Background: an optimization exercise with open tools, aiming at small area and a short achievable clock period. Do not read the settings as production practice. Only simulation tests tie the RTL to the original design; equivalence was not proved. Power figures rest on the tool's default switching activity, not on a simulated workload.

[flow/run.sh]
#!/bin/bash
# The standard layout with three changes:
# - Yosys's ABC maps the logic with flow/abc.script (one area-recovering
#   mapping after choice computation) instead of ORFS's speed script; the
#   rest of the synthesis, synth_recipe.tcl included, is unchanged.
# - The slow OR-type cells (a NOR plus an inverter in one cell, with a weak
#   stacked pull-up) are kept out of synthesis and repair.
# - The port buffers are plain buf_1 cells.
set -euo pipefail
here=$PWD
slow=""
for c in or3 or3b or4 or4b or4bb o41a; do
  for s in 1 2 4; do slow="$slow sky130_fd_sc_hd__${c}_$s"; done
done
cp config.mk flow_config.mk
echo "export DONT_USE_CELLS += $slow" >> flow_config.mk
cat > flow_synth.tcl <<EOT
proc abc {args} {
  set i [lsearch -exact \$args -script]
  if {\$i >= 0} { set args [lreplace \$args \$i [expr {\$i + 1}] -script $here/flow/abc.script] }
  yosys abc {*}\$args
}
source $here/synth_recipe.tcl
EOT
sed -e "s#DESIGN_CONFIG=[^ ]*#DESIGN_CONFIG=$here/flow_config.mk#" \
    -e "s#SYNTH_SCRIPT=[^ ]*#SYNTH_SCRIPT=$here/flow_synth.tcl#" standard.sh > flow_standard.sh
export BUFFER_PORTS_ARGS="-buffer_cell sky130_fd_sc_hd__buf_1"
bash flow_standard.sh > standard.log 2>&1
[flow/abc.script]
&get -n
&st
&syn2
&dch -f
&nf -a -R 1000
&put
[standard.sh]
#!/bin/bash
# synth_recipe.tcl (not shown) runs the flow's synth.tcl, then flattens the netlist and writes it again
# the make line also repeats each setting of config.mk as NAME=value (left out here)
make -C /OpenROAD-flow-scripts/flow DESIGN_CONFIG=/design/flow/config.mk WORK_HOME=/design/flow/orfs CLKGATE_MAP_FILE= SYNTH_SCRIPT=/design/flow/synth_recipe.tcl "${@:-finish}"
[config.mk]
export PLATFORM = sky130hd
export DESIGN_NAME = rr_arbiter
export DESIGN_NICKNAME = rr_arbiter
export VERILOG_FILES = /design/flow/design.v
export SDC_FILE = /design/flow/constraint.sdc
export NUM_CORES = 4
export LEC_CHECK = 0
export CAP_MARGIN = 20
export CORE_MARGIN = 2
export CORE_UTILIZATION = 40
export SETUP_SLACK_MARGIN = 4.1
export SLEW_MARGIN = 20
[constraint.sdc]
create_clock -name core_clock -period 8.0 [get_ports {clk}]
set_input_delay 1.6000 -clock core_clock [delete_from_list [all_inputs] [get_ports {clk}]]
set_output_delay 1.6000 -clock core_clock [all_outputs]
set_load 0.01 [all_outputs]
[design.v]
module register
# (
    parameter LOGW = 6
)
(
    input                 clk,
    input                 rst,
    input                 ack,
    input                 any,
    input      [LOGW-1:0] idx,
    output reg            valid,
    output reg [LOGW-1:0] last
);
    always @ (posedge clk, negedge rst)
        if (~rst) begin
            valid <= 1'b0;
            last  <= {LOGW{1'b1}};
        end else if (ack) begin
            valid <= any;
            if (any)
                last <= idx;
        end
endmodule
module arbiter (req, last, any, idx);
input  [63:0] req;
input  [5:0] last;
output any;
output [5:0] idx;
wire va_1_0 = req[0] | req[1];
wire [0:0] ia_1_0 = ~req[0] & req[1];
wire va_1_1 = req[2] | req[3];
wire [0:0] ia_1_1 = ~req[2] & req[3];
wire va_1_2 = req[4] | req[5];
wire [0:0] ia_1_2 = ~req[4] & req[5];
wire va_1_3 = req[6] | req[7];
wire [0:0] ia_1_3 = ~req[6] & req[7];
wire va_1_4 = req[8] | req[9];
wire [0:0] ia_1_4 = ~req[8] & req[9];
wire va_1_5 = req[10] | req[11];
wire [0:0] ia_1_5 = ~req[10] & req[11];
wire va_1_6 = req[12] | req[13];
wire [0:0] ia_1_6 = ~req[12] & req[13];
wire va_1_7 = req[14] | req[15];
wire [0:0] ia_1_7 = ~req[14] & req[15];
wire va_1_8 = req[16] | req[17];
wire [0:0] ia_1_8 = ~req[16] & req[17];
wire va_1_9 = req[18] | req[19];
wire [0:0] ia_1_9 = ~req[18] & req[19];
wire va_1_10 = req[20] | req[21];
wire [0:0] ia_1_10 = ~req[20] & req[21];
wire va_1_11 = req[22] | req[23];
wire [0:0] ia_1_11 = ~req[22] & req[23];
wire va_1_12 = req[24] | req[25];
wire [0:0] ia_1_12 = ~req[24] & req[25];
wire va_1_13 = req[26] | req[27];
wire [0:0] ia_1_13 = ~req[26] & req[27];
wire va_1_14 = req[28] | req[29];
wire [0:0] ia_1_14 = ~req[28] & req[29];
wire va_1_15 = req[30] | req[31];
wire [0:0] ia_1_15 = ~req[30] & req[31];
wire va_1_16 = req[32] | req[33];
wire [0:0] ia_1_16 = ~req[32] & req[33];
wire va_1_17 = req[34] | req[35];
wire [0:0] ia_1_17 = ~req[34] & req[35];
wire va_1_18 = req[36] | req[37];
wire [0:0] ia_1_18 = ~req[36] & req[37];
wire va_1_19 = req[38] | req[39];
wire [0:0] ia_1_19 = ~req[38] & req[39];
wire va_1_20 = req[40] | req[41];
wire [0:0] ia_1_20 = ~req[40] & req[41];
wire va_1_21 = req[42] | req[43];
wire [0:0] ia_1_21 = ~req[42] & req[43];
wire va_1_22 = req[44] | req[45];
wire [0:0] ia_1_22 = ~req[44] & req[45];
wire va_1_23 = req[46] | req[47];
wire [0:0] ia_1_23 = ~req[46] & req[47];
wire va_1_24 = req[48] | req[49];
wire [0:0] ia_1_24 = ~req[48] & req[49];
wire va_1_25 = req[50] | req[51];
wire [0:0] ia_1_25 = ~req[50] & req[51];
wire va_1_26 = req[52] | req[53];
wire [0:0] ia_1_26 = ~req[52] & req[53];
wire va_1_27 = req[54] | req[55];
wire [0:0] ia_1_27 = ~req[54] & req[55];
wire va_1_28 = req[56] | req[57];
wire [0:0] ia_1_28 = ~req[56] & req[57];
wire va_1_29 = req[58] | req[59];
wire [0:0] ia_1_29 = ~req[58] & req[59];
wire va_1_30 = req[60] | req[61];
wire [0:0] ia_1_30 = ~req[60] & req[61];
wire va_1_31 = req[62] | req[63];
wire [0:0] ia_1_31 = ~req[62] & req[63];
wire va_2_0 = va_1_0 | va_1_1;
wire [1:0] ia_2_0 = {~va_1_0 & va_1_1, ia_1_0 | ({1{~va_1_0}} & ia_1_1)};
wire va_2_1 = va_1_2 | va_1_3;
wire [1:0] ia_2_1 = {~va_1_2 & va_1_3, ia_1_2 | ({1{~va_1_2}} & ia_1_3)};
wire va_2_2 = va_1_4 | va_1_5;
wire [1:0] ia_2_2 = {~va_1_4 & va_1_5, ia_1_4 | ({1{~va_1_4}} & ia_1_5)};
wire va_2_3 = va_1_6 | va_1_7;
wire [1:0] ia_2_3 = {~va_1_6 & va_1_7, ia_1_6 | ({1{~va_1_6}} & ia_1_7)};
wire va_2_4 = va_1_8 | va_1_9;
wire [1:0] ia_2_4 = {~va_1_8 & va_1_9, ia_1_8 | ({1{~va_1_8}} & ia_1_9)};
wire va_2_5 = va_1_10 | va_1_11;
wire [1:0] ia_2_5 = {~va_1_10 & va_1_11, ia_1_10 | ({1{~va_1_10}} & ia_1_11)};
wire va_2_6 = va_1_12 | va_1_13;
wire [1:0] ia_2_6 = {~va_1_12 & va_1_13, ia_1_12 | ({1{~va_1_12}} & ia_1_13)};
wire va_2_7 = va_1_14 | va_1_15;
wire [1:0] ia_2_7 = {~va_1_14 & va_1_15, ia_1_14 | ({1{~va_1_14}} & ia_1_15)};
wire va_2_8 = va_1_16 | va_1_17;
wire [1:0] ia_2_8 = {~va_1_16 & va_1_17, ia_1_16 | ({1{~va_1_16}} & ia_1_17)};
wire va_2_9 = va_1_18 | va_1_19;
wire [1:0] ia_2_9 = {~va_1_18 & va_1_19, ia_1_18 | ({1{~va_1_18}} & ia_1_19)};
wire va_2_10 = va_1_20 | va_1_21;
wire [1:0] ia_2_10 = {~va_1_20 & va_1_21, ia_1_20 | ({1{~va_1_20}} & ia_1_21)};
wire va_2_11 = va_1_22 | va_1_23;
wire [1:0] ia_2_11 = {~va_1_22 & va_1_23, ia_1_22 | ({1{~va_1_22}} & ia_1_23)};
wire va_2_12 = va_1_24 | va_1_25;
wire [1:0] ia_2_12 = {~va_1_24 & va_1_25, ia_1_24 | ({1{~va_1_24}} & ia_1_25)};
wire va_2_13 = va_1_26 | va_1_27;
wire [1:0] ia_2_13 = {~va_1_26 & va_1_27, ia_1_26 | ({1{~va_1_26}} & ia_1_27)};
wire va_2_14 = va_1_28 | va_1_29;
wire [1:0] ia_2_14 = {~va_1_28 & va_1_29, ia_1_28 | ({1{~va_1_28}} & ia_1_29)};
wire va_2_15 = va_1_30 | va_1_31;
wire [1:0] ia_2_15 = {~va_1_30 & va_1_31, ia_1_30 | ({1{~va_1_30}} & ia_1_31)};
wire va_3_0 = va_2_0 | va_2_1;
wire [2:0] ia_3_0 = {~va_2_0 & va_2_1, ia_2_0 | ({2{~va_2_0}} & ia_2_1)};
wire va_3_1 = va_2_2 | va_2_3;
wire [2:0] ia_3_1 = {~va_2_2 & va_2_3, ia_2_2 | ({2{~va_2_2}} & ia_2_3)};
wire va_3_2 = va_2_4 | va_2_5;
wire [2:0] ia_3_2 = {~va_2_4 & va_2_5, ia_2_4 | ({2{~va_2_4}} & ia_2_5)};
wire va_3_3 = va_2_6 | va_2_7;
wire [2:0] ia_3_3 = {~va_2_6 & va_2_7, ia_2_6 | ({2{~va_2_6}} & ia_2_7)};
wire va_3_4 = va_2_8 | va_2_9;
wire [2:0] ia_3_4 = {~va_2_8 & va_2_9, ia_2_8 | ({2{~va_2_8}} & ia_2_9)};
wire va_3_5 = va_2_10 | va_2_11;
wire [2:0] ia_3_5 = {~va_2_10 & va_2_11, ia_2_10 | ({2{~va_2_10}} & ia_2_11)};
wire va_3_6 = va_2_12 | va_2_13;
wire [2:0] ia_3_6 = {~va_2_12 & va_2_13, ia_2_12 | ({2{~va_2_12}} & ia_2_13)};
wire va_3_7 = va_2_14 | va_2_15;
wire [2:0] ia_3_7 = {~va_2_14 & va_2_15, ia_2_14 | ({2{~va_2_14}} & ia_2_15)};
wire va_4_0 = va_3_0 | va_3_1;
wire [3:0] ia_4_0 = {~va_3_0 & va_3_1, ia_3_0 | ({3{~va_3_0}} & ia_3_1)};
wire va_4_1 = va_3_2 | va_3_3;
wire [3:0] ia_4_1 = {~va_3_2 & va_3_3, ia_3_2 | ({3{~va_3_2}} & ia_3_3)};
wire va_4_2 = va_3_4 | va_3_5;
wire [3:0] ia_4_2 = {~va_3_4 & va_3_5, ia_3_4 | ({3{~va_3_4}} & ia_3_5)};
wire va_4_3 = va_3_6 | va_3_7;
wire [3:0] ia_4_3 = {~va_3_6 & va_3_7, ia_3_6 | ({3{~va_3_6}} & ia_3_7)};
wire va_5_0 = va_4_0 | va_4_1;
wire [4:0] ia_5_0 = {~va_4_0 & va_4_1, ia_4_0 | ({4{~va_4_0}} & ia_4_1)};
wire va_5_1 = va_4_2 | va_4_3;
wire [4:0] ia_5_1 = {~va_4_2 & va_4_3, ia_4_2 | ({4{~va_4_2}} & ia_4_3)};
wire va_6_0 = va_5_0 | va_5_1;
wire [5:0] ia_6_0 = {~va_5_0 & va_5_1, ia_5_0 | ({5{~va_5_0}} & ia_5_1)};
wire [15:0] grp;
wire [3:0] col_0 = {req[48], req[32], req[16], req[0]};
assign grp[0] = col_0[last[5:4]];
wire [3:0] col_1 = {req[49], req[33], req[17], req[1]};
assign grp[1] = col_1[last[5:4]];
wire [3:0] col_2 = {req[50], req[34], req[18], req[2]};
assign grp[2] = col_2[last[5:4]];
wire [3:0] col_3 = {req[51], req[35], req[19], req[3]};
assign grp[3] = col_3[last[5:4]];
wire [3:0] col_4 = {req[52], req[36], req[20], req[4]};
assign grp[4] = col_4[last[5:4]];
wire [3:0] col_5 = {req[53], req[37], req[21], req[5]};
assign grp[5] = col_5[last[5:4]];
wire [3:0] col_6 = {req[54], req[38], req[22], req[6]};
assign grp[6] = col_6[last[5:4]];
wire [3:0] col_7 = {req[55], req[39], req[23], req[7]};
assign grp[7] = col_7[last[5:4]];
wire [3:0] col_8 = {req[56], req[40], req[24], req[8]};
assign grp[8] = col_8[last[5:4]];
wire [3:0] col_9 = {req[57], req[41], req[25], req[9]};
assign grp[9] = col_9[last[5:4]];
wire [3:0] col_10 = {req[58], req[42], req[26], req[10]};
assign grp[10] = col_10[last[5:4]];
wire [3:0] col_11 = {req[59], req[43], req[27], req[11]};
assign grp[11] = col_11[last[5:4]];
wire [3:0] col_12 = {req[60], req[44], req[28], req[12]};
assign grp[12] = col_12[last[5:4]];
wire [3:0] col_13 = {req[61], req[45], req[29], req[13]};
assign grp[13] = col_13[last[5:4]];
wire [3:0] col_14 = {req[62], req[46], req[30], req[14]};
assign grp[14] = col_14[last[5:4]];
wire [3:0] col_15 = {req[63], req[47], req[31], req[15]};
assign grp[15] = col_15[last[5:4]];
wire [15:0] above = ~({16{1'b1}} >> (15 - last[3:0]));
wire [15:0] grpm = grp & above;
wire mva_1_0 = grpm[0] | grpm[1];
wire [0:0] mia_1_0 = ~grpm[0] & grpm[1];
wire mva_1_1 = grpm[2] | grpm[3];
wire [0:0] mia_1_1 = ~grpm[2] & grpm[3];
wire mva_1_2 = grpm[4] | grpm[5];
wire [0:0] mia_1_2 = ~grpm[4] & grpm[5];
wire mva_1_3 = grpm[6] | grpm[7];
wire [0:0] mia_1_3 = ~grpm[6] & grpm[7];
wire mva_1_4 = grpm[8] | grpm[9];
wire [0:0] mia_1_4 = ~grpm[8] & grpm[9];
wire mva_1_5 = grpm[10] | grpm[11];
wire [0:0] mia_1_5 = ~grpm[10] & grpm[11];
wire mva_1_6 = grpm[12] | grpm[13];
wire [0:0] mia_1_6 = ~grpm[12] & grpm[13];
wire mva_1_7 = grpm[14] | grpm[15];
wire [0:0] mia_1_7 = ~grpm[14] & grpm[15];
wire mva_2_0 = mva_1_0 | mva_1_1;
wire [1:0] mia_2_0 = {~mva_1_0 & mva_1_1, mia_1_0 | ({1{~mva_1_0}} & mia_1_1)};
wire mva_2_1 = mva_1_2 | mva_1_3;
wire [1:0] mia_2_1 = {~mva_1_2 & mva_1_3, mia_1_2 | ({1{~mva_1_2}} & mia_1_3)};
wire mva_2_2 = mva_1_4 | mva_1_5;
wire [1:0] mia_2_2 = {~mva_1_4 & mva_1_5, mia_1_4 | ({1{~mva_1_4}} & mia_1_5)};
wire mva_2_3 = mva_1_6 | mva_1_7;
wire [1:0] mia_2_3 = {~mva_1_6 & mva_1_7, mia_1_6 | ({1{~mva_1_6}} & mia_1_7)};
wire mva_3_0 = mva_2_0 | mva_2_1;
wire [2:0] mia_3_0 = {~mva_2_0 & mva_2_1, mia_2_0 | ({2{~mva_2_0}} & mia_2_1)};
wire mva_3_1 = mva_2_2 | mva_2_3;
wire [2:0] mia_3_1 = {~mva_2_2 & mva_2_3, mia_2_2 | ({2{~mva_2_2}} & mia_2_3)};
wire mva_4_0 = mva_3_0 | mva_3_1;
wire [3:0] mia_4_0 = {~mva_3_0 & mva_3_1, mia_3_0 | ({3{~mva_3_0}} & mia_3_1)};
wire gvm_4_0 = mva_4_0;
wire [3:0] gim_4_0 = mia_4_0;
wire vm_5_0 = last[4] ? gvm_4_0 : (gvm_4_0 | va_4_1);
wire [4:0] im_5_0 = last[4] ? {gvm_4_0, gim_4_0} : {~gvm_4_0 & va_4_1, gim_4_0 | ({4{~gvm_4_0}} & ia_4_1)};
wire vm_5_1 = last[4] ? gvm_4_0 : (gvm_4_0 | va_4_3);
wire [4:0] im_5_1 = last[4] ? {gvm_4_0, gim_4_0} : {~gvm_4_0 & va_4_3, gim_4_0 | ({4{~gvm_4_0}} & ia_4_3)};
wire vm_6_0 = last[5] ? vm_5_1 : (vm_5_0 | va_5_1);
wire [5:0] im_6_0 = last[5] ? {vm_5_1, im_5_1} : {~vm_5_0 & va_5_1, im_5_0 | ({5{~vm_5_0}} & ia_5_1)};
assign any = va_6_0;
assign idx = im_6_0 | ({6{~vm_6_0}} & ia_6_0);
endmodule
module decoder
# (
    parameter WIDTH = 64,
    parameter LOGW = 6
)
(
    input              valid,
    input  [LOGW-1:0]  in,
    output [WIDTH-1:0] out
);
    localparam H = LOGW / 2;
    localparam N = 1 << H;
    wire [N-1:0] hi = {{(N-1){1'b0}}, valid} << in[LOGW-1:H];
    wire [N-1:0] lo = {{(N-1){1'b0}}, 1'b1} << in[H-1:0];
    genvar i;
    generate
        for (i = 0; i < WIDTH; i = i + 1) begin : dec
            assign out[i] = hi[i / N] & lo[i % N];
        end
    endgenerate
endmodule
module rr_arbiter(clk, resetb, ack, request, grant);
	parameter integer WIDTH = 64;
	localparam integer LOGW = 6;
	input clk, resetb, ack;
	input [WIDTH - 1:0] request;
	output [WIDTH - 1:0] grant;
	wire            valid;
	wire [LOGW-1:0] last;
	wire            any;
	wire [LOGW-1:0] idx;
	arbiter arbiter(.req(request), .last(last), .any(any), .idx(idx));
	register #(.LOGW(LOGW)) state(.clk(clk), .rst(resetb), .ack(ack), .any(any), .idx(idx), .valid(valid), .last(last));
	decoder #(.WIDTH(WIDTH), .LOGW(LOGW)) final_decoder(.valid(valid), .in(last), .out(grant));
endmodule
==> results of run 1 <==
worst max-delay path, cell delays in order:
cell	delay, ns
buf_1	0.17
nor4_4	0.35
o211ai_1	0.15
o311ai_0	0.16
nand3_1	0.14
o31ai_1	0.19
o31ai_1	0.16
a2111oi_2	0.44
nor2_1	0.12
o22ai_1	0.18
nand2_1	0.07
nor2_1	0.10
o22a_1	0.14
kinds of logic after synthesis:
family,after synthesis
AOI/OAI and AO/OA,106
buffers and inverters,15
DFF,7
muxes,1
and+or+nand+nor,253
flip-flops by register name, summed over array words and instances, names as in the netlist:
name and flops:
state.valid 1, state.last 6
cells in the final DEF, fill, tap and decap left out, types with 4 or more instances in the layout:
cell,Yosys,final
a21oi_1,20,20
and2_0,4,4
buf_1,0,130
clkinv_1,15,15
dfstp_2,6,6
nand2_1,39,39
nand2b_1,7,7
nand3_1,16,16
nor2_1,145,145
nor2b_1,4,4
nor3_1,14,13
nor4_1,15,13
o211ai_1,9,9
o21ai_0,22,22
o221ai_1,5,5
o22a_1,5,5
o22ai_1,18,18
o31ai_1,4,4
path summary, 6_finish.rpt:
| kind | to | start | cells after the start | slack, ns |
|---|---|---|---|---|
| worst max-delay path | state.last[1]$_DFFE_PN1P_ | request[56] | 13 | 4.18 |
| worst min-delay path | state.last[2]$_DFFE_PN1P_ | state.last[2]$_DFFE_PN1P_ | 2 | 0.60 |
| worst max register to register | state.last[3]$_DFFE_PN1P_ | state.last[5]$_DFFE_PN1P_ | 11 | 4.61 |
| worst min register to register | state.last[2]$_DFFE_PN1P_ | state.last[2]$_DFFE_PN1P_ | 2 | 0.60 |
| max in group asynchronous | state.last[3]$_DFFE_PN1P_ | resetb | 1 | 6.43 |
| min in group asynchronous | state.valid$_DFFE_PN0P_ | resetb | 1 | 1.27 |
Yosys cell counts (2+ instances only):
cell	n
a21oi_1	20
a31oi_1	2
or2_0	2
o22a_1	5
nor3_1	14
nand2b_1	7
a22oi_1	2
dfstp_2	6
o211ai_1	9
nand2_1	39
o221ai_1	5
nor4_1	15
o22ai_1	18
clkinv_1	15
nor2b_1	4
nand4_1	2
a221oi_1	2
o21a_1	2
o21ai_0	22
a2111oi_0	2
nor2_1	145
and2_0	4
nand3b_1	3
nand3_1	16
o31ai_1	4
o32a_1	3
through the flow:
stage	cell area, um^2	setup slack (ns)	util, %	hold slack (ns)	cells
2_1_floorplan	2050	4.57	-	0.523	382
3_3_place_gp	2640	3.70	52.3	0.589	583
3_5_place_dp	2640	3.72	52.3	0.587	583
4_1_cts	2690	4.12	53.3	0.588	587
5_1_grt	2720	4.05	53.8	0.620	587
6_report	2720	4.18	53.8	0.596	587
layout make-up:
cell class              instances  area share (%)
well taps                      70            3.23
multi-input cells             360            68.1
inverters                      15            2.07
clock buffers                   4            1.66
repair buffers                131            18.2
flip-flops and latches          7            6.73
layer usage:
| layer | routed length [um] | vias to the layer above |
|---|---|---|
| met4 | 95 | 0 |
| li1 | - | 1675 |
| met3 | 1030 | 15 |
| met2 | 4510 | 231 |
| met5 | 0 | - |
| met1 | 4060 | 1639 |
repair_timing:
| item | 4_1_cts | 5_1_grt |
|---|---|---|
| pin swaps | 0 | 1 |
| hold endpoints to repair | 0 | 0 |
| hold buffers | 0 | 0 |
| gates resized for setup | 2 | 4 |
| endpoints found under the setup margin | 1 | 6 |
report_power, final:
group          switching, W  internal, W
Sequential        0.0000648    0.0000630
Combinational      0.000320     0.000173
Clock             0.0000134    0.0000343
==> impl_metrics.tcl, run 1 <==
set metrics [dict create \
    status "finished clean" \
    hold_viol 0 \
    max_freq_mhz 262 \
    setup_viol 0 \
    synth_area_leader_cell "nor2_1" \
    seq_area_um2 183 \
    vias 3560 \
    die_x_um 75.7 \
    finalPower_w 0.000668 \
    netlist_area_um2 2050 \
    grtUsageMet2_pct 50.3 \
    hold_path.class "reg -> reg" \
    use_met3_pct 5.42 \
    drc 0 \
    arrival_ns 3.98 \
    antenna_found_initial 0 \
    cp-start-kind "input pin" \
    grt_pass1_wl_mm 13.8 \
    skew_ns 0.000296 \
    diodes 0 \
    ant_nets 0 \
    grt_setup_unrepaired "true" \
    grt_max_degree 22 \
    postSynthCellCount 382 \
    clock_latency_ns 0.22 \
    routed_via_density 6.06 \
    synthMuxAreaShare_pct 1.10 \
    nets 585 \
    fin_crit_sh_pct 47.7 \
    std_cell_rows 26 \
    syn_nets 449 \
    place_congestion 1.03 \
    grt_pass1_vias 2846 \
    grt_busiest_layer "met2" \
    ys_async_sr_fraction_pct 100 \
    synthTopCellsByArea "nor2_1 (26%), dfstp_2 (7.7%), nand2_1 (7.1%), o22ai_1 (5.5%), o21ai_0 (5.4%)" \
    slew_viol_final 0 \
    synth_simple_gate_area_share_pct 53.0 \
    multi_input_area_um2 1850 \
    cts_setup_buffers 0 \
    clock_sinks 7 \
    syn-mean-instance-area_um2 5.38 \
    clkTransAtPathRegs_ns 0.04 \
    grt_remaining_overflow 0 \
    cts_buffers 3 \
    layout-drive-gt1-share_pct 2.90 \
    synth_xor_area_share_pct 0 \
    synth-seq-cells 7 \
    use_met1_pct 45.4 \
    end_kind "flop" \
    synthToLayoutAreaGrowth_pct 32.2 \
    crit_path_max_fanout 4 \
    h-tree-depth 1 \
    worst_pin_slew_ns 0.688 \
    track_usage_pct 31.3 \
    synth-edff-count 0 \
    critPathKind "in -> reg" \
    cap_violations 0 \
    dpl.hpwl_mm 7.63 \
    powerDensity_nw_per_um2 246 \
    netlist.area_leader.share_pct 26.5 \
    wire_per_inst_um 16.5 \
    ys_types 40 \
    fp.dieArea_um2 5730 \
    ys_seq_area_share_pct 8.89 \
    leakagePower_nw 0.798 \
    core_area_um2 5040 \
    tns_ns 0 \
    synth_top_family_by_area "simple AND/OR/NAND/NOR gates" \
    fillCellCount 567 \
    synth-adder-area-share_pct 0 \
    io_pins 131 \
    dr.pass1.iters 5 \
    cts_tree "yes" \
    chipHeight_um 75.7 \
    clockRootBuffer "clkbuf_8" \
    crit_required_ns 8.16 \
    irDropWorstVdd_uv 215 \
    port_buffers 130 \
    relSlewSlack_pct 53.6 \
    yosysWarningCount 1 \
    initial_core_util_pct 40.7 \
    fin_crit_ns 3.82 \
    synth_ff_type "dfstp_2" \
    wl_mm 9.69 \
    synth_compound_gate_area_share_pct 34.2 \
    clk_path_buf_depth 2 \
    drtIter0Drc 443 \
]
==> run 2, diff against run 1 <==
--- a/config.mk
+++ b/config.mk
@@ -9,4 +9,6 @@
 export CORE_MARGIN = 2
 export CORE_UTILIZATION = 40
+export CTS_BUF_LIST = sky130_fd_sc_hd__clkbuf_2
+export CTS_CLUSTER_SIZE = 30
 export SETUP_SLACK_MARGIN = 4.1
 export SLEW_MARGIN = 20
==> run 2 against run 1 <==
  * Still clean
  * Final cell count is the same
  * Area after synthesis stayed put
  * First-iteration DRC count is 5.6% lower
  * Global-route usage shrank 0.082 points
  * Critical path depth unchanged
  * Die area unchanged
  * Register-to-register slack about the same
  * Clock skew increased by 0.00093 ns
  * Critical path type unchanged
==> impl_metrics.tcl, run 2 <==
set metrics [dict create \
    status "finished clean" \
    reg2reg_depth 11 \
    post-route-util_pct 53.2 \
    cts_buffers 3 \
    vias 3594 \
    grt_remaining_overflow 0 \
    synth_area_leader_cell "nor2_1" \
    setup_viol 0 \
    stdcell_count 587 \
    critPathKind "in -> reg" \
    synth_compound_gate_area_share_pct 34.2 \
    initial_core_util_pct 40.7 \
    reg2reg_to "state.last[3]$_DFFE_PN1P_" \
    synth_top_family_by_area "simple AND/OR/NAND/NOR gates" \
    ys_types 40 \
    wl_mm 9.66 \
    fin_crit_ns 3.89 \
    drc 0 \
    reg2reg_slack_ns 4.61 \
    chipHeight_um 75.7 \
    worst_pin_slew_ns 0.731 \
    clockRootBuffer "clkbuf_2" \
    grt_pass1_vias 2843 \
    whs_ns 0.609 \
    clock_sinks 7 \
    dpl.hpwl_mm 7.63 \
    clkTransAtPathRegs_ns 0.07 \
    netlist_top_cells_count "nor2_1 (145), nand2_1 (39), o21ai_0 (22)" \
    cp-start-kind "input pin" \
    r2r_start "state.last[5]$_DFFE_PN1P_" \
    hold_viol 0 \
    fillCellCount 570 \
    synthTopCellsByArea "nor2_1 (26%), dfstp_2 (7.7%), nand2_1 (7.1%), o22ai_1 (5.5%), o21ai_0 (5.4%)" \
    port_buffers 130 \
    ys_async_sr_fraction_pct 100 \
    finalPower_w 0.000644 \
    core_area_um2 5040 \
    syn-mean-instance-area_um2 5.38 \
    place_congestion 1.03 \
    cts_tree "yes" \
    nets 585 \
    fin_crit_sh_pct 48.6 \
    synth-edff-count 0 \
    synth_simple_gate_area_share_pct 53.0 \
    synth_xor_area_share_pct 0 \
    arrival_ns 4.06 \
    clk_path_buf_depth 2 \
    synth_ff_type "dfstp_2" \
    die_x_um 75.7 \
    wire_per_inst_um 16.4 \
    skew_ns 0.00122 \
    reg_top3 "state.last x6, state.valid x1" \
    cap_violations 0 \
    drtIter0Drc 418 \
    crit_required_ns 8.17 \
    io_pins 131 \
    dr.pass1.iters 5 \
    layout_common_cells "nor2_1 (145), buf_1 (130), nand2_1 (39)" \
    grt_max_degree 22 \
    mostFrequentLayoutCell "nor2_1" \
    synth-adder-area-share_pct 0 \
    routed_via_density 6.12 \
    diodes 0 \
    powerDensity_nw_per_um2 240 \
    netlist_area_um2 2050 \
    layout-drive-gt1-share_pct 3.09 \
    ys_seq_area_share_pct 8.89 \
    clock_latency_ns 0.22 \
    crit_start "request[56]" \
    netlist.area_leader.share_pct 26.5 \
    grt_pass1_wl_mm 13.7 \
    syn_nets 449 \
    crit_path_max_fanout 4 \
    h-tree-depth 1 \
    ant_nets 0 \
    irDropWorstVdd_uv 185 \
    relSlewSlack_pct 51.3 \
    tns_ns 0 \
    grt_setup_unrepaired "true" \
    hold_buffers 0 \
    leakagePower_nw 0.790 \
    hold_path.class "reg -> reg" \
    synthToLayoutAreaGrowth_pct 30.5 \
    top_register "state.last" \
    max_freq_mhz 257 \
    track_usage_pct 31.2 \
    fp.dieArea_um2 5730 \
    end_kind "flop" \
    yosysWarningCount 1 \
    synthMuxAreaShare_pct 1.10 \
    slew_viol_final 0 \
    antenna_found_initial 0 \
    yosysMostFrequentCell "nor2_1" \
    synth-seq-cells 7 \
    largest_reg_flops 6 \
    cp-endpoint "state.last[1]$_DFFE_PN1P_" \
    std_cell_rows 26 \
    dp_cells 583 \
    postSynthCellCount 382 \
]
## run 2: final cells by class
| type | instances | area, um^2 | area share [%] |
|---|---|---|---|
| timing repair buffer | 131 | 495 | 18.5 |
| clock buffer | 4 | 20.0 | 0.747 |
| inverter | 15 | 56.3 | 2.10 |
| tap | 70 | 87.6 | 3.27 |
| multi-input combinational | 360 | 1840 | 68.6 |
| sequential | 7 | 183 | 6.81 |
## run 2: worst max-delay path, cell delays in order
cell and delay [ns]:
buf_1 0.15, nor4_2 0.39, o211ai_1 0.16, o311ai_0 0.16, nand3_1 0.14, o31ai_1 0.18
o31ai_1 0.15, a2111oi_2 0.50, nor2_1 0.13, o21ai_0 0.20, nand2_1 0.08, nand4_1 0.09
o22a_1 0.12
## run 2: cell families (layout without fill, tap and decap cells)
| family | after synthesis | count (layout) |
|---|---|---|
| muxes | 1 | 1 |
| buffers and inverters | 15 | 150 |
| DFF | 7 | 7 |
| AOI/OAI and AO/OA | 106 | 106 |
| and+or+nand+nor | 253 | 253 |
## run 2: through the flow
step	area (um^2)	setup WS, ns
after floorplan	2050	4.57
after global placement	2640	3.70
after detailed placement	2640	3.72
after CTS	2660	4.13
after global routing	2680	3.97
final	2680	4.11
## run 2: layer usage
layer	global-route usage [%]	wire, um
met1	45.3	4010
met3	5.42	1040
met5	0	0
met2	50.1	4480
met4	3.12	122
## run 2: how the worst min path moves through the flow
| stage | from | endpoint | slack, ns | cells after the start |
|---|---|---|---|---|
| floorplan | state.last[2]$_DFFE_PN1P_ | state.last[2]$_DFFE_PN1P_ | 0.52 | 2 |
| global placement | state.last[0]$_DFFE_PN1P_ | state.last[0]$_DFFE_PN1P_ | 0.59 | 2 |
| detailed placement | state.last[2]$_DFFE_PN1P_ | state.last[2]$_DFFE_PN1P_ | 0.59 | 2 |
| CTS | state.last[2]$_DFFE_PN1P_ | state.last[2]$_DFFE_PN1P_ | 0.60 | 2 |
| global route | state.last[2]$_DFFE_PN1P_ | state.last[2]$_DFFE_PN1P_ | 0.63 | 2 |
| finish | state.last[0]$_DFFE_PN1P_ | state.last[0]$_DFFE_PN1P_ | 0.61 | 2 |
## run 2: where the power goes
part	internal [W]	switching (W)
Clock	0.0000133	0.0000121
Combinational	0.000173	0.000318
Sequential	0.0000628	0.0000645
## run 2: what timing repair did
action,4_1_cts,5_1_grt
endpoints found under the hold margin,0,0
resized for setup,2,3
buffers inserted,0,0
setup endpoints to repair,1,6
==> run 3, diff against run 2 <==
--- a/config.mk
+++ b/config.mk
@@ -11,4 +11,4 @@
 export CTS_BUF_LIST = sky130_fd_sc_hd__clkbuf_2
 export CTS_CLUSTER_SIZE = 30
-export SETUP_SLACK_MARGIN = 4.1
+export SETUP_SLACK_MARGIN = 4.4
 export SLEW_MARGIN = 20
==> run 3 against run 2 <==
  * Die area unchanged
  * Clock skew is 0.00071 ns lower
  * Routed wire length is 4.0% higher
  * Power up 4.6%
  * Still clean
  * Combinational power up 5.1%
  * Sequential power grew 4%
  * Sequential share of layout area shrank 0.27 points
  * Count of clock-buffer cells in the layout did not move
  * Final area rose by 8.4%
==> impl_metrics.tcl, run 3 <==
set metrics [dict create \
    status "finished clean" \
    end_kind "flop" \
    mostFrequentLayoutCell "nor2_1" \
    die_x_um 75.7 \
    grt_remaining_overflow 0 \
    yosysWarningCount 1 \
    drtIter0Drc 593 \
    io_pins 131 \
    core_area_um2 5040 \
    netlist.area_leader.share_pct 26.5 \
    pre_cts_ws_ns 3.72 \
    dp_cells 583 \
    relSlewSlack_pct 52.2 \
    synthTopCellsByArea "nor2_1 (26%), dfstp_2 (7.7%), nand2_1 (7.1%), o22ai_1 (5.5%), o21ai_0 (5.4%)" \
    fp.dieArea_um2 5730 \
    ys_types 40 \
    std_cell_rows 26 \
    synth-seq-cells 7 \
    chipHeight_um 75.7 \
    clock_latency_ns 0.22 \
    grt_pass1_vias 2861 \
    syn-mean-instance-area_um2 5.38 \
    grt_max_degree 22 \
    fin_crit_sh_pct 45.0 \
    netlist_top_cells_count "nor2_1 (145), nand2_1 (39), o21ai_0 (22)" \
    crit_slowest_cell "a2111oi_0" \
    synth-edff-count 0 \
    clockRootBuffer "clkbuf_2" \
    clock_sinks 7 \
    arrival_ns 3.76 \
    max_stage_delay_ns 0.48 \
    wire_per_inst_um 17.1 \
    place_congestion 1.03 \
    diodes 0 \
    port_buffers 130 \
    syn_nets 449 \
    antenna_found_initial 0 \
    crit_required_ns 8.15 \
    cts_tree "yes" \
    leakagePower_nw 0.838 \
    irDropWorstVdd_uv 189 \
    cap_violations 0 \
    finalPower_w 0.000674 \
    setup_viol 0 \
    top_register "state.last" \
    ys_seq_area_share_pct 8.89 \
    initial_core_util_pct 40.7 \
    tns_ns 0 \
    skew_ns 0.000508 \
    yosysMostFrequentCell "nor2_1" \
    routed_via_density 6.08 \
    nets 587 \
    clkTransAtPathRegs_ns 0.07 \
    synth_ff_type "dfstp_2" \
    postSynthCellCount 382 \
    ant_nets 0 \
    hold_viol 0 \
    netlist_area_um2 2050 \
    stdcell_count 589 \
    h-tree-depth 1 \
    grt_setup_unrepaired "true" \
    cts_buffers 3 \
    crit_chain "buf_1, nor4_1, buf_4, a2111oi_0, nor3_1, o31ai_1, o32a_1, o21ai_1, nand2_1, nand4_1, o22a_1" \
    track_usage_pct 31.3 \
    reg_top3 "state.last x6, state.valid x1" \
    dr.pass1.iters 6 \
    synthToLayoutAreaGrowth_pct 41.5 \
    fin_crit_ns 3.60 \
    crit_path_max_fanout 4 \
    place_area_um2 2640 \
    finalInstanceArea_um2 2910 \
    synth_area_leader_cell "nor2_1" \
    fin_ws_ns 4.40 \
    grt_pass1_wl_mm 13.8 \
    slew_viol_final 0 \
    hold_path.class "reg -> reg" \
    layout_common_cells "nor2_1 (142), buf_1 (127), nand2_1 (37)" \
    worst_pin_slew_ns 0.718 \
    critPathKind "in -> reg" \
    max_freq_mhz 278 \
    cp-start-kind "input pin" \
    hold_buffers 0 \
    ys_async_sr_fraction_pct 100 \
    powerDensity_nw_per_um2 232 \
    clk_path_buf_depth 2 \
    drc 0 \
    layout-drive-gt1-share_pct 9.25 \
    dpl.hpwl_mm 7.63 \
    wl_mm 10.0 \
    vias 3581 \
    largest_reg_flops 6 \
]
run 3: routing by layer:
metal / global-route usage, % / part of all wire (%) / vias to the layer above
li1: - / - / 1685
met1: 44.8 / 42 / 1650
met2: 50.5 / 47 / 228
met3: 6.48 / 10 / 18
met4: 3.12 / 0.97 / 0
met5: 0 / 0 / -
run 3: cell type report:
type	count	area [um^2]
tap	70	87.6
clock buffer	4	20.0
fill	552	2130
multi-input combinational	360	2030
sequential	7	190
inverter	15	56.3
timing repair buffer	133	520
run 3: final timing paths:
check	slack (ns)	startpoint	depth (start not counted)	endpoint
setup / recovery	4.40	request[24]	11	state.last[1]$_DFFE_PN1P_
hold / removal	0.60	state.last[2]$_DFFE_PN1P_	2	state.last[2]$_DFFE_PN1P_
setup reg to reg	4.74	state.last[4]$_DFFE_PN1P_	11	state.last[0]$_DFFE_PN1P_
hold reg to reg	0.60	state.last[2]$_DFFE_PN1P_	2	state.last[2]$_DFFE_PN1P_
max in group asynchronous	6.43	resetb	1	state.last[3]$_DFFE_PN1P_
min in group asynchronous	1.26	resetb	1	state.valid$_DFFE_PN0P_
run 3: critical path, delay by kind of cell:
family,cells,cell delay [ns]
AOI/OAI and AO/OA,5,1.38
and+or+nand+nor,4,0.40
buffers and inverters,2,0.39
run 3: per-stage QoR:
step / utilization, % / hold WS (ns)
after floorplan: - / 0.523
after global placement: 52.3 / 0.589
after detailed placement: 52.3 / 0.587
after CTS: 53.4 / 0.595
after global routing: 57.7 / 0.628
final: 57.7 / 0.600
run 3: repair_timing:
item,CTS,global route
setup endpoints to repair,22,38
resized for setup,8,43
pin swaps,2,9
buffers inserted,0,2
run 3: kinds of logic (layout without fill, tap and decap cells):
logic type,after synthesis,after routing,synth area share (%)
buffers and inverters,15,152,2.74
flip-flops,7,7,8.89
AND/OR/NAND/NOR,253,253,53.0
AO/OA/AOI/OAI,106,106,34.2
multiplexers,1,1,1.10
run 3: where the power goes:
group,leakage (nW),internal [W],switching (W),total [W]
Combinational,0.747,0.000183,0.000334,0.000517
Clock,0.0166,0.0000133,0.0000120,0.0000253
Sequential,0.0742,0.0000656,0.0000664,0.000132
==> run 4, diff against run 3 <==
--- a/config.mk
+++ b/config.mk
@@ -11,4 +11,5 @@
 export CTS_BUF_LIST = sky130_fd_sc_hd__clkbuf_2
 export CTS_CLUSTER_SIZE = 30
-export SETUP_SLACK_MARGIN = 4.4
+export PLACE_DENSITY = 0.85
+export SETUP_SLACK_MARGIN = 4.2
 export SLEW_MARGIN = 20
==> run 4 against run 3 <==
  * Still clean
  * Setup slack lost 0.12 ns
  * Combinational power decreased by 2%
  * Core utilization decreased by 4.5 points
  * Fmax is 3.2% lower
  * Die area is the same
  * Hold slack better by 0.0023 ns
  * Critical path type unchanged
==> impl_metrics.tcl, run 4 <==
set metrics [dict create \
    status "finished clean" \
    synth-edff-count 0 \
    drc 0 \
    p_clk_share_pct 4.1 \
    power_frac_comb_pct 76.7 \
    fin_crit_ns 3.72 \
    ant_nets 0 \
    synth_ff_type "dfstp_2" \
    track_usage_pct 32.3 \
    layout-drive-gt1-share_pct 3.29 \
    synth_area_leader_cell "nor2_1" \
    grt_setup_unrepaired "true" \
    tns_ns 0 \
    wire_per_inst_um 16.5 \
    dr.pass1.iters 5 \
    irDropWorstVdd_uv 95.3 \
    min_path_cells 2 \
    cts_tree "yes" \
    hold_path.class "reg -> reg" \
    postSynthCellCount 382 \
    syn-mean-instance-area_um2 5.38 \
    nets 585 \
    initial_core_util_pct 40.7 \
    core_area_um2 5040 \
    synth-seq-cells 7 \
    ys_types 40 \
    ys_seq_area_share_pct 8.89 \
    pwr-share-seq_pct 19.3 \
    switching_share_pct 62.3 \
    grt_remaining_overflow 0 \
    grt_max_degree 22 \
    fp.dieArea_um2 5730 \
    leakagePower_nw 0.791 \
    skew_ns 0.000723 \
    clock_latency_ns 0.23 \
    cts_buffers 3 \
    diodes 0 \
    grt_pass1_vias 2958 \
    place_congestion 0.956 \
    mostFrequentLayoutCell "nor2_1" \
    h-tree-depth 1 \
    clkTransAtPathRegs_ns 0.08 \
    reg_top3 "state.last x6, state.valid x1" \
    routed_via_density 6.12 \
    r2r_start "state.last[5]$_DFFE_PN1P_" \
    reg2reg_slack_ns 4.50 \
    worst_pin_slew_ns 0.771 \
    wl_mm 9.70 \
    power.internal_w 0.000250 \
    grt_pass1_wl_mm 14.1 \
    end_kind "flop" \
    yosysMostFrequentCell "nor2_1" \
    synthTopCellsByArea "nor2_1 (26%), dfstp_2 (7.7%), nand2_1 (7.1%), o22ai_1 (5.5%), o21ai_0 (5.4%)" \
    layout_common_cells "nor2_1 (145), buf_1 (130), nand2_1 (39)" \
    multi_input_area_um2 1840 \
    port_buffers 130 \
    die_x_um 75.7 \
    seq_area_um2 183 \
    critPathKind "in -> reg" \
    min-delay-start "state.last[2]$_DFFE_PN1P_" \
    reg2reg_to "state.last[0]$_DFFE_PN1P_" \
    p_sw_w 0.000413 \
    arrival_ns 3.90 \
    cp-start-kind "input pin" \
    clk_path_buf_depth 2 \
    netlist_area_um2 2050 \
    std_cell_rows 26 \
    largest_reg_flops 6 \
    powerDensity_nw_per_um2 247 \
    antenna_found_initial 0 \
    hold_viol 0 \
    crit_path_max_fanout 4 \
    syn_nets 449 \
    clockRootBuffer "clkbuf_2" \
    netlist.area_leader.share_pct 26.5 \
    netlist_top_cells_count "nor2_1 (145), nand2_1 (39), o21ai_0 (22)" \
    crit_required_ns 8.18 \
    relSlewSlack_pct 48.6 \
    setup_viol 0 \
    cap_violations 0 \
    ys_async_sr_fraction_pct 100 \
    worstHoldEndpoint "state.last[2]$_DFFE_PN1P_" \
    fillCellCount 526 \
    top_register "state.last" \
    dpl.hpwl_mm 7.77 \
    whs_ns 0.602 \
    fin_crit_sh_pct 46.5 \
    max_freq_mhz 269 \
    reg2reg_depth 11 \
    chipHeight_um 75.7 \
    clock_sinks 7 \
    vias 3595 \
    drtIter0Drc 378 \
    yosysWarningCount 1 \
    slew_viol_final 0 \
    io_pins 131 \
    synthToLayoutAreaGrowth_pct 30.6 \
]
[run 4: cell counts after synthesis]
Identical to the previous run, type by type.
[run 4: final cells by class]
type | instances | share of cell area (%)
multi-input cells | 360 | 68.6
inverters | 15 | 2.10
well taps | 70 | 3.26
flip-flops and latches | 7 | 6.81
repair buffers | 131 | 18.5
clock buffers | 4 | 0.746
[run 4: cell families after synthesis]
group / synth area share (%)
and+or+nand+nor: 53.0
DFF: 8.89
muxes: 1.10
AOI/OAI and AO/OA: 34.2
buffers and inverters: 2.74
[run 4: power groups by stage]
stage               registers, W  logic [W]  clock network [W]
CTS                     0.000124   0.000488          0.0000265
detailed placement      0.000125   0.000486                  0
global route            0.000133   0.000555          0.0000290
floorplan               0.000102   0.000345                  0
finish                  0.000128   0.000508          0.0000269
global placement        0.000123   0.000482                  0
[run 4: through the flow]
step                      total power [W]  utilization (%)  setup WS (ns)  area (um^2)  instances
after floorplan                  0.000447                -           4.57         2050        382
after global placement           0.000605             52.3           3.86         2640        583
after detailed placement         0.000610             52.3           3.79         2640        583
after CTS                        0.000639             52.9           4.22         2670        587
after global routing             0.000716             53.2           4.13         2680        587
final                            0.000663             53.2           4.28         2680        587
[run 4: how the worst max path moves through the flow]
stage / from / to / slack, ns
final: request[56] / state.last[1]$_DFFE_PN1P_ / 4.28
after global routing: request[56] / state.last[1]$_DFFE_PN1P_ / 4.13
after detailed placement: request[56] / state.last[1]$_DFFE_PN1P_ / 3.79
after global placement: request[56] / state.last[1]$_DFFE_PN1P_ / 3.86
after CTS: request[56] / state.last[1]$_DFFE_PN1P_ / 4.22
after floorplan: request[56] / state.last[1]$_DFFE_PN1P_ / 4.57
[run 4: worst max-delay path, cell delays in order]
cell       delay [ns]
buf_1            0.12
nor4_2           0.38
o211ai_1         0.15
o311ai_0         0.12
nand3_1          0.13
o31ai_1          0.19
o31ai_1          0.15
a2111oi_2        0.43
nor2_1           0.11
o22ai_1          0.18
nand2_1          0.08
nor2_1           0.10
o22a_1           0.14
[run 4: what timing repair did]
| action | CTS | global route |
|---|---|---|
| setup buffers | 0 | 0 |
| hold buffers | 0 | 0 |
| resized for setup | 2 | 4 |
| endpoints found under the setup margin | 1 | 20 |
[run 4: routing by layer]
| layer | GRT usage, % | share of wire, % | vias up |
|---|---|---|---|
| met5 | 0 | 0 | - |
| met4 | 15.6 | 4.9 | 0 |
| met3 | 5.56 | 12 | 48 |
| met2 | 56.8 | 45 | 288 |
| met1 | 37.9 | 38 | 1579 |
| li1 | - | - | 1680 |
==> run 5, diff against run 4 <==
--- a/config.mk
+++ b/config.mk
@@ -11,5 +11,4 @@
 export CTS_BUF_LIST = sky130_fd_sc_hd__clkbuf_2
 export CTS_CLUSTER_SIZE = 30
-export PLACE_DENSITY = 0.85
 export SETUP_SLACK_MARGIN = 4.2
 export SLEW_MARGIN = 20
==> run 5 against run 4 <==
  * Largest power group unchanged
  * Register-to-register slack better by 0.12 ns
  * Highest routed layer unchanged
  * Still clean
  * Non-clock buffer count up 2
  * Routed wire length up 0.56%
  * Largest cell class unchanged
==> impl_metrics.tcl, run 5 <==
set metrics [dict create \
    synth_top_family_by_area "simple AND/OR/NAND/NOR gates" \
    diodes 0 \
    synth-adder-area-share_pct 0 \
    h-tree-depth 1 \
    yosysWarningCount 1 \
    hold_buffers 0 \
    synth_simple_gate_area_share_pct 53.0 \
    core_area_um2 5040 \
    wl_met1_mm 4.03 \
    ys_async_sr_fraction_pct 100 \
    multi_input_area_um2 1880 \
    routed_via_density 6.07 \
    wl_mm 9.75 \
    worst_pin_slew_ns 0.711 \
    pre_cts_ws_ns 3.72 \
    wire_per_inst_um 16.6 \
    chipHeight_um 75.7 \
    grt_max_degree 22 \
    io_pins 131 \
    cts_buffers 3 \
    synth_ff_type "dfstp_2" \
    synth-edff-count 0 \
    syn_nets 449 \
    reg2reg_slack_ns 4.62 \
    netlist_top_cells_count "nor2_1 (145), nand2_1 (39), o21ai_0 (22)" \
    tns_ns 0 \
    clk_path_buf_depth 2 \
    reg2reg_to "state.last[0]$_DFFE_PN1P_" \
    port_buffers 130 \
    largest_reg_flops 6 \
    nets 587 \
    critPathKind "in -> reg" \
    clockRootBuffer "clkbuf_2" \
    hold_viol 0 \
    grt_pass1_wl_mm 13.7 \
    syn-mean-instance-area_um2 5.38 \
    powerDensity_nw_per_um2 238 \
    fin_crit_sh_pct 45.9 \
    grt_remaining_overflow 0 \
    skew_ns 0.000760 \
    min_path_cells 2 \
    drtIter0Drc 494 \
    drc 0 \
    fin_crit_ns 3.67 \
    reg2reg_depth 11 \
    wl_met2_mm 4.53 \
    status "finished clean" \
    end_kind "flop" \
    layout-drive-gt1-share_pct 4.24 \
    synth_compound_gate_area_share_pct 34.2 \
    hold_path.class "reg -> reg" \
    place_congestion 1.03 \
    met3WireLength_mm 1.06 \
    synth-seq-cells 7 \
    reg_top3 "state.last x6, state.valid x1" \
    clock_latency_ns 0.22 \
    crit_required_ns 8.17 \
    seq_area_um2 183 \
    relSlewSlack_pct 52.6 \
    die_x_um 75.7 \
    dpl.hpwl_mm 7.63 \
    netlist_area_um2 2050 \
    synthMuxAreaShare_pct 1.10 \
    crit_slowest_cell "a2111oi_2" \
    clock_sinks 7 \
    finalInstanceArea_um2 2740 \
    grt_setup_unrepaired "false" \
    fp.dieArea_um2 5730 \
    worstHoldEndpoint "state.last[2]$_DFFE_PN1P_" \
    cp-start-kind "input pin" \
    antenna_found_initial 0 \
    dr.pass1.iters 5 \
    setup_viol 0 \
    synthToLayoutAreaGrowth_pct 33.1 \
    synthTopCellsByArea "nor2_1 (26%), dfstp_2 (7.7%), nand2_1 (7.1%), o22ai_1 (5.5%), o21ai_0 (5.4%)" \
    netlist.area_leader.share_pct 26.5 \
    yosysMostFrequentCell "nor2_1" \
    slew_viol_final 0 \
    cap_violations 0 \
    cts_tree "yes" \
    arrival_ns 3.84 \
    std_cell_rows 26 \
    top_register "state.last" \
    r2r_start "state.last[5]$_DFFE_PN1P_" \
    clkTransAtPathRegs_ns 0.07 \
    vias 3576 \
    track_usage_pct 31.2 \
    top_layer "met4" \
    synth_xor_area_share_pct 0 \
    leakagePower_nw 0.808 \
    layout_common_cells "nor2_1 (145), buf_1 (130), nand2_1 (39)" \
    irDropWorstVdd_uv 184 \
    max_stage_delay_ns 0.46 \
    grt_pass1_vias 2843 \
    ant_nets 0 \
    crit_chain "buf_1, nor4_4, o211ai_1, o311ai_1, nand3_1, o31ai_4, o31ai_1, a2111oi_2, nor2_1, o21ai_0, nand2_1, nand4_1, o22a_1" \
    postSynthCellCount 382 \
    crit_path_max_fanout 4 \
    fin_ws_ns 4.33 \
    mostFrequentLayoutCell "nor2_1" \
    min-delay-start "state.last[2]$_DFFE_PN1P_" \
    max_freq_mhz 272 \
    ys_seq_area_share_pct 8.89 \
    initial_core_util_pct 40.7 \
    fillCellCount 566 \
    ys_types 40 \
    place_area_um2 2640 \
    synth_area_leader_cell "nor2_1" \
]
run 5: cell counts after synthesis:
No cell type changed its count.
run 5: per-stage QoR:
step           hold WS [ns]  cells  power, W  util, %
5_1_grt               0.629    589  0.000708     54.2
6_report              0.601    589  0.000650     54.2
3_5_place_dp          0.587    583  0.000597     52.3
3_3_place_gp          0.589    583  0.000595     52.3
2_1_floorplan         0.523    382  0.000447        -
4_1_cts               0.595    587  0.000626     53.0
run 5: worst max-delay path by stage:
| stage | startpoint | to | slack [ns] | cells past startpoint |
|---|---|---|---|---|
| 4_1_cts | request[56] | state.last[1]$_DFFE_PN1P_ | 4.25 | 13 |
| 3_3_place_gp | request[56] | state.last[1]$_DFFE_PN1P_ | 3.70 | 13 |
| 2_1_floorplan | request[56] | state.last[1]$_DFFE_PN1P_ | 4.57 | 12 |
| 6_report | request[59] | state.last[1]$_DFFE_PN1P_ | 4.33 | 13 |
| 3_5_place_dp | request[56] | state.last[1]$_DFFE_PN1P_ | 3.72 | 13 |
| 5_1_grt | request[59] | state.last[1]$_DFFE_PN1P_ | 4.21 | 13 |
run 5: cell type report:
cell class | count | share of cell area (%)
inverter | 15 | 2.06
timing repair buffer | 133 | 18.7
sequential | 7 | 6.68
clock buffer | 4 | 0.732
multi-input combinational | 360 | 68.7
tap | 70 | 3.20
run 5: worst max-delay path: cells and delay by family:
kind | cells | cell delay, ns
compound gates | 7 | 1.29
buf+inv | 1 | 0.13
simple gates | 5 | 0.81
run 5: report_power, final:
part,internal [W],switching (W)
logic,0.000176,0.000322
registers,0.0000628,0.0000646
clock network,0.0000133,0.0000116
total,0.000252,0.000398
run 5: logic make-up after synthesis:
logic type	count (synthesis)
AO/OA/AOI/OAI	106
buffers and inverters	15
flip-flops	7
multiplexers	1
AND/OR/NAND/NOR	253
run 5: layer usage:
layer / global-route usage (%) / vias to the layer above
met3: 5.42 / 19
met2: 50.1 / 217
met5: 0 / -
li1: - / 1682
met1: 45.3 / 1658
met4: 3.12 / 0
run 5: repair_timing:
| item | 4_1_cts | 5_1_grt |
|---|---|---|
| setup buffers | 0 | 2 |
| endpoints found under the hold margin | 0 | 0 |
| resized for setup | 3 | 10 |
| gates cloned | 0 | 0 |
| setup endpoints to repair | 1 | 17 |
| pin swaps | 0 | 4 |
==> run 6, diff against run 5 <==
==> flow/abc.script (replaced) <==
&get -n
&st
&syn2
&syn2
&dch -f
&nf -a -R 1000
&put
--- a/config.mk
+++ b/config.mk
@@ -11,4 +11,5 @@
 export CTS_BUF_LIST = sky130_fd_sc_hd__clkbuf_2
 export CTS_CLUSTER_SIZE = 30
+export PLACE_DENSITY = 0.75
 export SETUP_SLACK_MARGIN = 4.2
 export SLEW_MARGIN = 20
==> run 6 against run 5 <==
  * Register-to-register slack worse by 0.09 ns
  * Die area is 1.6% lower
  * Global-route usage is 1.2 points higher
  * Hold slack better by 0.010 ns
  * Largest power group unchanged
  * Power is 11% lower
  * Synthesized cell count is 0.52% higher
  * Final area is 2.7% lower
  * Sequential cell count stayed put
==> impl_metrics.tcl, run 6 <==
set metrics [dict create \
    cp-start-kind "flop" \
    synth_area_leader_cell "nor2_1" \
    layout_common_cells "nor2_1 (154), buf_1 (130), nand2_1 (38)" \
    crit_required_ns 6.40 \
    cp-endpoint "grant[41]" \
    arrival_ns 2.08 \
    top_layer "met4" \
    ys_seq_area_share_pct 9.04 \
    powerDensity_nw_per_um2 219 \
    synth_ff_type "dfstp_2" \
    die_x_um 75.1 \
    wl_met1_mm 3.97 \
    clock_sinks 7 \
    reg2reg_to "state.last[5]$_DFFE_PN1P_" \
    whs_ns 0.612 \
    std_cell_rows 25 \
    layout-drive-gt1-share_pct 3.28 \
    clock_latency_ns 0.22 \
    seq_area_um2 183 \
    tns_ns 0 \
    drc 0 \
    reg2reg_slack_ns 4.53 \
    cts_setup_buffers 0 \
    mostFrequentLayoutCell "nor2_1" \
    routed_via_density 6.05 \
    netlist_top_cells_count "nor2_1 (154), nand2_1 (38), a21oi_1 (24)" \
    syn-mean-instance-area_um2 5.26 \
    relSlewSlack_pct 30.9 \
    io_pins 131 \
    cp_num_buf_inv 1 \
    r2r_start "state.last[5]$_DFFE_PN1P_" \
    setup_viol 0 \
    wl_met2_mm 4.37 \
    clk_path_buf_depth 2 \
    grt_setup_unrepaired "true" \
    max_freq_mhz 272 \
    finalInstanceArea_um2 2660 \
    grt_max_degree 18 \
    reg2reg_depth 12 \
    multi_input_area_um2 1830 \
    fillCellCount 513 \
    drtIter0Drc 360 \
    max_stage_delay_ns 0.70 \
    largest_reg_flops 6 \
    worstSetupPathDepth 4 \
    grt_pass1_wl_mm 14.1 \
    top_register "state.last" \
    wl_mm 9.61 \
    core_area_um2 4790 \
    clockRootBuffer "clkbuf_2" \
    postSynthCellCount 384 \
    place_area_um2 2590 \
    reg_top3 "state.last x6, state.valid x1" \
    netlist_area_um2 2020 \
    crit_chain "nor2b_1, nand3_1, nor2_1, buf_1" \
    yosysWarningCount 1 \
    initial_core_util_pct 42.2 \
    crit_path_max_fanout 17 \
    hold_path.class "reg -> reg" \
    grt_remaining_overflow 0 \
    cts_buffers 3 \
    synthToLayoutAreaGrowth_pct 31.6 \
    ys_async_sr_fraction_pct 100 \
    met3WireLength_um 970 \
    worst_pin_slew_ns 1.04 \
    diodes 0 \
    fin_crit_ns 3.68 \
    cap_violations 0 \
    syn_nets 451 \
    dpl.hpwl_mm 7.61 \
    place_congestion 1.09 \
    synth-edff-count 0 \
    netlist.area_leader.share_pct 28.6 \
    chipHeight_um 75.1 \
    crit_start "state.last[5]$_DFFE_PN1P_" \
    ys_types 35 \
    vias 3539 \
    fin_crit_sh_pct 46.0 \
    cts_tree "yes" \
    slew_viol_final 0 \
    dr.pass1.iters 5 \
    h-tree-depth 1 \
    critPathKind "reg -> out" \
    status "finished clean" \
    irDropWorstVdd_uv 186 \
    port_buffers 130 \
    skew_ns 0.000793 \
    wire_per_inst_um 16.4 \
    hold_viol 0 \
    nets 586 \
    synthTopCellsByArea "nor2_1 (29%), dfstp_2 (7.8%), nand2_1 (7.1%), o22ai_1 (6.8%), a21oi_1 (5.9%)" \
    grt_pass1_vias 2875 \
    clkTransAtPathRegs_ns 0.07 \
    leakagePower_nw 0.789 \
    track_usage_pct 32.4 \
    antenna_found_initial 0 \
    end_kind "primary output" \
    crit_slowest_cell "dfstp_2" \
    ant_nets 0 \
    synth-seq-cells 7 \
    fp.dieArea_um2 5640 \
    yosysMostFrequentCell "nor2_1" \
    crit_family "simple AND/OR/NAND/NOR gates" \
]
## run 6: worst register-to-register path, delay by kind of cell, from the launching register on
kind | cells | cell delay [ns]
and+or+nand+nor | 7 | 1.85
AOI/OAI and AO/OA | 5 | 0.86
DFF | 1 | 0.70
## run 6: worst min-delay path by stage
stage | from | end | slack (ns) | cells past startpoint
2_1_floorplan | state.last[2]$_DFFE_PN1P_ | state.last[2]$_DFFE_PN1P_ | 0.54 | 2
3_3_place_gp | state.last[2]$_DFFE_PN1P_ | state.last[2]$_DFFE_PN1P_ | 0.59 | 2
5_1_grt | state.last[2]$_DFFE_PN1P_ | state.last[2]$_DFFE_PN1P_ | 0.67 | 2
3_5_place_dp | state.last[2]$_DFFE_PN1P_ | state.last[2]$_DFFE_PN1P_ | 0.60 | 2
4_1_cts | state.last[2]$_DFFE_PN1P_ | state.last[2]$_DFFE_PN1P_ | 0.61 | 2
6_report | state.last[2]$_DFFE_PN1P_ | state.last[2]$_DFFE_PN1P_ | 0.61 | 2
## run 6: cell type report
type	instances	area share, %
sequential	7	6.87
timing repair buffer	130	18.3
multi-input combinational	361	68.6
clock buffer	4	0.753
tap	67	3.15
inverter	16	2.26
## run 6: kinds of logic (layout without fill, tap and decap cells)
family	Yosys count	in the layout	share of synthesized area (%)
simple gates	252	252	53.1
flops	7	7	9.04
compound gates	109	109	34.9
buf+inv	16	150	2.97
## run 6: stage by stage
step / utilization [%] / cells / total power [W] / setup WS, ns
2_1_floorplan: - / 384 / 0.000397 / 4.55
3_3_place_gp: 54.2 / 581 / 0.000536 / 3.92
3_5_place_dp: 54.2 / 581 / 0.000536 / 3.96
4_1_cts: 54.6 / 585 / 0.000564 / 4.20
5_1_grt: 55.6 / 585 / 0.000635 / 4.19
6_report: 55.6 / 585 / 0.000581 / 4.32
## run 6: timing repair
action / 4_1_cts / 5_1_grt
endpoints found under the setup margin: 0 / 6
gates resized for setup: 0 / 8
hold buffers: 0 / 0
hold endpoints to repair: 0 / 0
## run 6: report_power, final
group / internal, W / total, W / switching (W)
combinational: 0.000148 / 0.000443 / 0.000295
sequential: 0.0000609 / 0.000112 / 0.0000515
clock: 0.0000133 / 0.0000258 / 0.0000125
total: 0.000222 / 0.000581 / 0.000359
## run 6: layer usage
metal	vias to the layer above	GRT usage, %
li1	1675	-
met1	1553	46.4
met2	274	51.5
met3	37	3.88
met4	0	8.33
met5	-	0
==> run 7, diff against run 6 <==
==> flow/abc.script (replaced) <==
&get -n
&st
&syn2
&dch -f
&nf -a -R 1000
&put
==> run 7 against run 6 <==
  * Core utilization down 1.4 points
  * Combinational power up 15%
  * Sequential power up 13%
  * Global-route usage down 0.23 points
  * Sequential share of layout area down 0.18 points
  * Hold slack worse by 0.015 ns
  * Sequential cell count unchanged
  * Setup slack better by 0.024 ns
  * Non-clock buffer count up 1
  * Critical path type is now in -> reg
  * Highest routed layer unchanged
==> impl_metrics.tcl, run 7 <==
set metrics [dict create \
    layout_common_cells "nor2_1 (143), buf_1 (130), nand2_1 (39)" \
    die_x_um 75.7 \
    routed_via_density 6.14 \
    io_pins 131 \
    crit_chain "buf_1, nor4_2, o211ai_1, o311ai_0, nand3_1, o31ai_2, o31ai_1, a2111oi_2, nor2_1, o22ai_1, nand2_1, nor2_1, o22a_1" \
    yosysMostFrequentCell "nor2_1" \
    track_usage_pct 32.2 \
    clockRootBuffer "clkbuf_2" \
    wire_per_inst_um 16.2 \
    drc 0 \
    reg_top3 "state.last x6, state.valid x1" \
    crit_slowest_cell "a2111oi_2" \
    clock_latency_ns 0.25 \
    cts_tree "yes" \
    hold_buffers 0 \
    postSynthCellCount 382 \
    skew_ns 0.00725 \
    fin_crit_ns 3.65 \
    synth-seq-cells 7 \
    layout-drive-gt1-share_pct 5.22 \
    ys_async_sr_fraction_pct 100 \
    antenna_found_initial 0 \
    grt_setup_unrepaired "false" \
    fillCellCount 556 \
    ant_nets 0 \
    netlist.area_leader.share_pct 26.5 \
    hold_viol 0 \
    synth_ff_type "dfstp_2" \
    vias 3607 \
    syn_nets 449 \
    synth_area_leader_cell "nor2_1" \
    grt_max_degree 22 \
    nets 585 \
    setup_viol 0 \
    leakagePower_nw 0.799 \
    fin_crit_sh_pct 45.7 \
    post-route-util_pct 54.2 \
    syn-mean-instance-area_um2 5.38 \
    critPathMostFrequentCell "nor2_1" \
    critPathKind "in -> reg" \
    finalPower_w 0.000662 \
    grt_pass1_vias 2969 \
    chipHeight_um 75.7 \
    diodes 0 \
    crit_required_ns 8.19 \
    cp_num_buf_inv 1 \
    relSlewSlack_pct 49.5 \
    ys_types 40 \
    crit_path_max_fanout 4 \
    synthToLayoutAreaGrowth_pct 32.9 \
    grt_pass1_wl_mm 14.2 \
    netlist_top_cells_count "nor2_1 (145), nand2_1 (39), o21ai_0 (22)" \
    end_kind "flop" \
    arrival_ns 3.84 \
    max_stage_delay_ns 0.40 \
    grt_remaining_overflow 0 \
    place_congestion 1.04 \
    fp.dieArea_um2 5730 \
    dr.pass1.iters 7 \
    worstSetupPathDepth 13 \
    clkTransAtPathRegs_ns 0.07 \
    reg2reg_depth 11 \
    drtIter0Drc 305 \
    clock_sinks 7 \
    irDropWorstVdd_uv 96.4 \
    synth-edff-count 0 \
    synthTopCellsByArea "nor2_1 (26%), dfstp_2 (7.7%), nand2_1 (7.1%), o22ai_1 (5.5%), o21ai_0 (5.4%)" \
    cap_violations 0 \
    top_register "state.last" \
    crit_family "compound AO/OA/AOI/OAI gates" \
    wl_mm 9.51 \
    cp-start-kind "input pin" \
    h-tree-depth 1 \
    max_freq_mhz 274 \
    port_buffers 130 \
    yosysWarningCount 1 \
    min_path_cells 2 \
    initial_core_util_pct 40.7 \
    worst_pin_slew_ns 0.758 \
    hold_path.class "reg -> reg" \
    std_cell_rows 26 \
    core_area_um2 5040 \
    cts_buffers 3 \
    status "finished clean" \
    slew_viol_final 0 \
    mostFrequentLayoutCell "nor2_1" \
    tns_ns 0 \
    netlist_area_um2 2050 \
    powerDensity_nw_per_um2 242 \
    ys_seq_area_share_pct 8.89 \
    clk_path_buf_depth 2 \
    largest_reg_flops 6 \
    dpl.hpwl_mm 7.68 \
]
## run 7: layer usage
layer	GRT usage [%]	part of all wire [%]	vias up
li1	-	-	1688
met1	38.4	40	1603
met2	57.3	46	273
met3	3.97	9.0	43
met4	14.6	4.8	0
met5	0	0	-
## run 7: worst min-delay path: stages (launching register included)
cell and delay (ns):
dfstp_2 0.45, nand2_1 0.08, o31ai_1 0.06
## run 7: layout make-up
type | count | area, um^2 | area share, %
well taps | 70 | 87.6 | 3.21
inverters | 15 | 56.3 | 2.06
multi-input cells | 360 | 1890 | 69.2
flip-flops and latches | 7 | 183 | 6.69
repair buffers | 131 | 495 | 18.1
clock buffers | 4 | 20.0 | 0.733
## run 7: cells by family after synthesis
group	Yosys count	share of synthesized area, %
and+or+nand+nor	253	53.0
AOI/OAI and AO/OA	106	34.2
buffers and inverters	15	2.74
DFF	7	8.89
muxes	1	1.10
## run 7: stage by stage
stage,std cells,setup slack [ns],area (um^2),hold WS (ns)
2_1_floorplan,382,4.57,2050,0.523
3_3_place_gp,582,3.64,2630,0.573
3_5_place_dp,582,3.72,2630,0.577
4_1_cts,586,4.22,2660,0.587
5_1_grt,587,4.23,2730,0.658
6_report,587,4.35,2730,0.597
## run 7: what timing repair did
item	in CTS	in global routing
pin swaps	0	2
endpoints found under the setup margin	1	18
buffers inserted	0	1
gates resized for setup	3	13
## run 7: final timing paths
| path | startpoint | end | slack (ns) |
|---|---|---|---|
| worst max-delay path | request[59] | state.last[1]$_DFFE_PN1P_ | 4.35 |
| worst min-delay path | state.last[2]$_DFFE_PN1P_ | state.last[2]$_DFFE_PN1P_ | 0.60 |
| worst max register to register | state.last[5]$_DFFE_PN1P_ | state.last[0]$_DFFE_PN1P_ | 4.52 |
| worst min register to register | state.last[2]$_DFFE_PN1P_ | state.last[2]$_DFFE_PN1P_ | 0.60 |
| max in group asynchronous | resetb | state.last[3]$_DFFE_PN1P_ | 6.47 |
| min in group asynchronous | resetb | state.valid$_DFFE_PN0P_ | 1.22 |
## run 7: where the power goes
part	switching, W	internal [W]
registers	0.0000636	0.0000627
clock network	0.0000142	0.0000133
logic	0.000333	0.000176
total	0.000410	0.000252

static timing again, ports no longer ideal:
In the flow no input, the clock included, has a driving cell. The finished layouts below were timed again as built, in two steps. Step 1, drivers: a clkbuf_16 drives clk and a buf_2 each remaining input, both assumed. Step 2 adds t to the input delays and takes it off the output delays; t is the mean of the earliest and latest rising clock arrival at the registers after step 1. Input paths then give back, and output paths get back, about the clock's delay inside the block. a / b / c = ideal ports / drivers / drivers and shift; a / b = the first two.
run	t, ns	setup slack, ns	hold slack, ns
run 1	0.238	4.181 / 4.180 / 3.942	0.596 / 0.596 / 0.596
run 2	0.237	4.109 / 4.105 / 3.867	0.609 / 0.609 / 0.609
run 3	0.234	4.398 / 4.391 / 4.157	0.600 / 0.600 / 0.600
run 4	0.248	4.277 / 4.276 / 4.028	0.602 / 0.602 / 0.602
run 5	0.233	4.330 / 4.322 / 4.090	0.601 / 0.601 / 0.601
run 6	0.236	4.322 / 4.305 / 4.089	0.612 / 0.612 / 0.612
run 7	0.264	4.346 / 4.336 / 4.079	0.597 / 0.597 / 0.597
After both steps setup and hold are still met in every run listed. For run 7, which loses most, drivers alone change the setup slack by -0.010 ns; drivers and shift together by -0.267 ns.
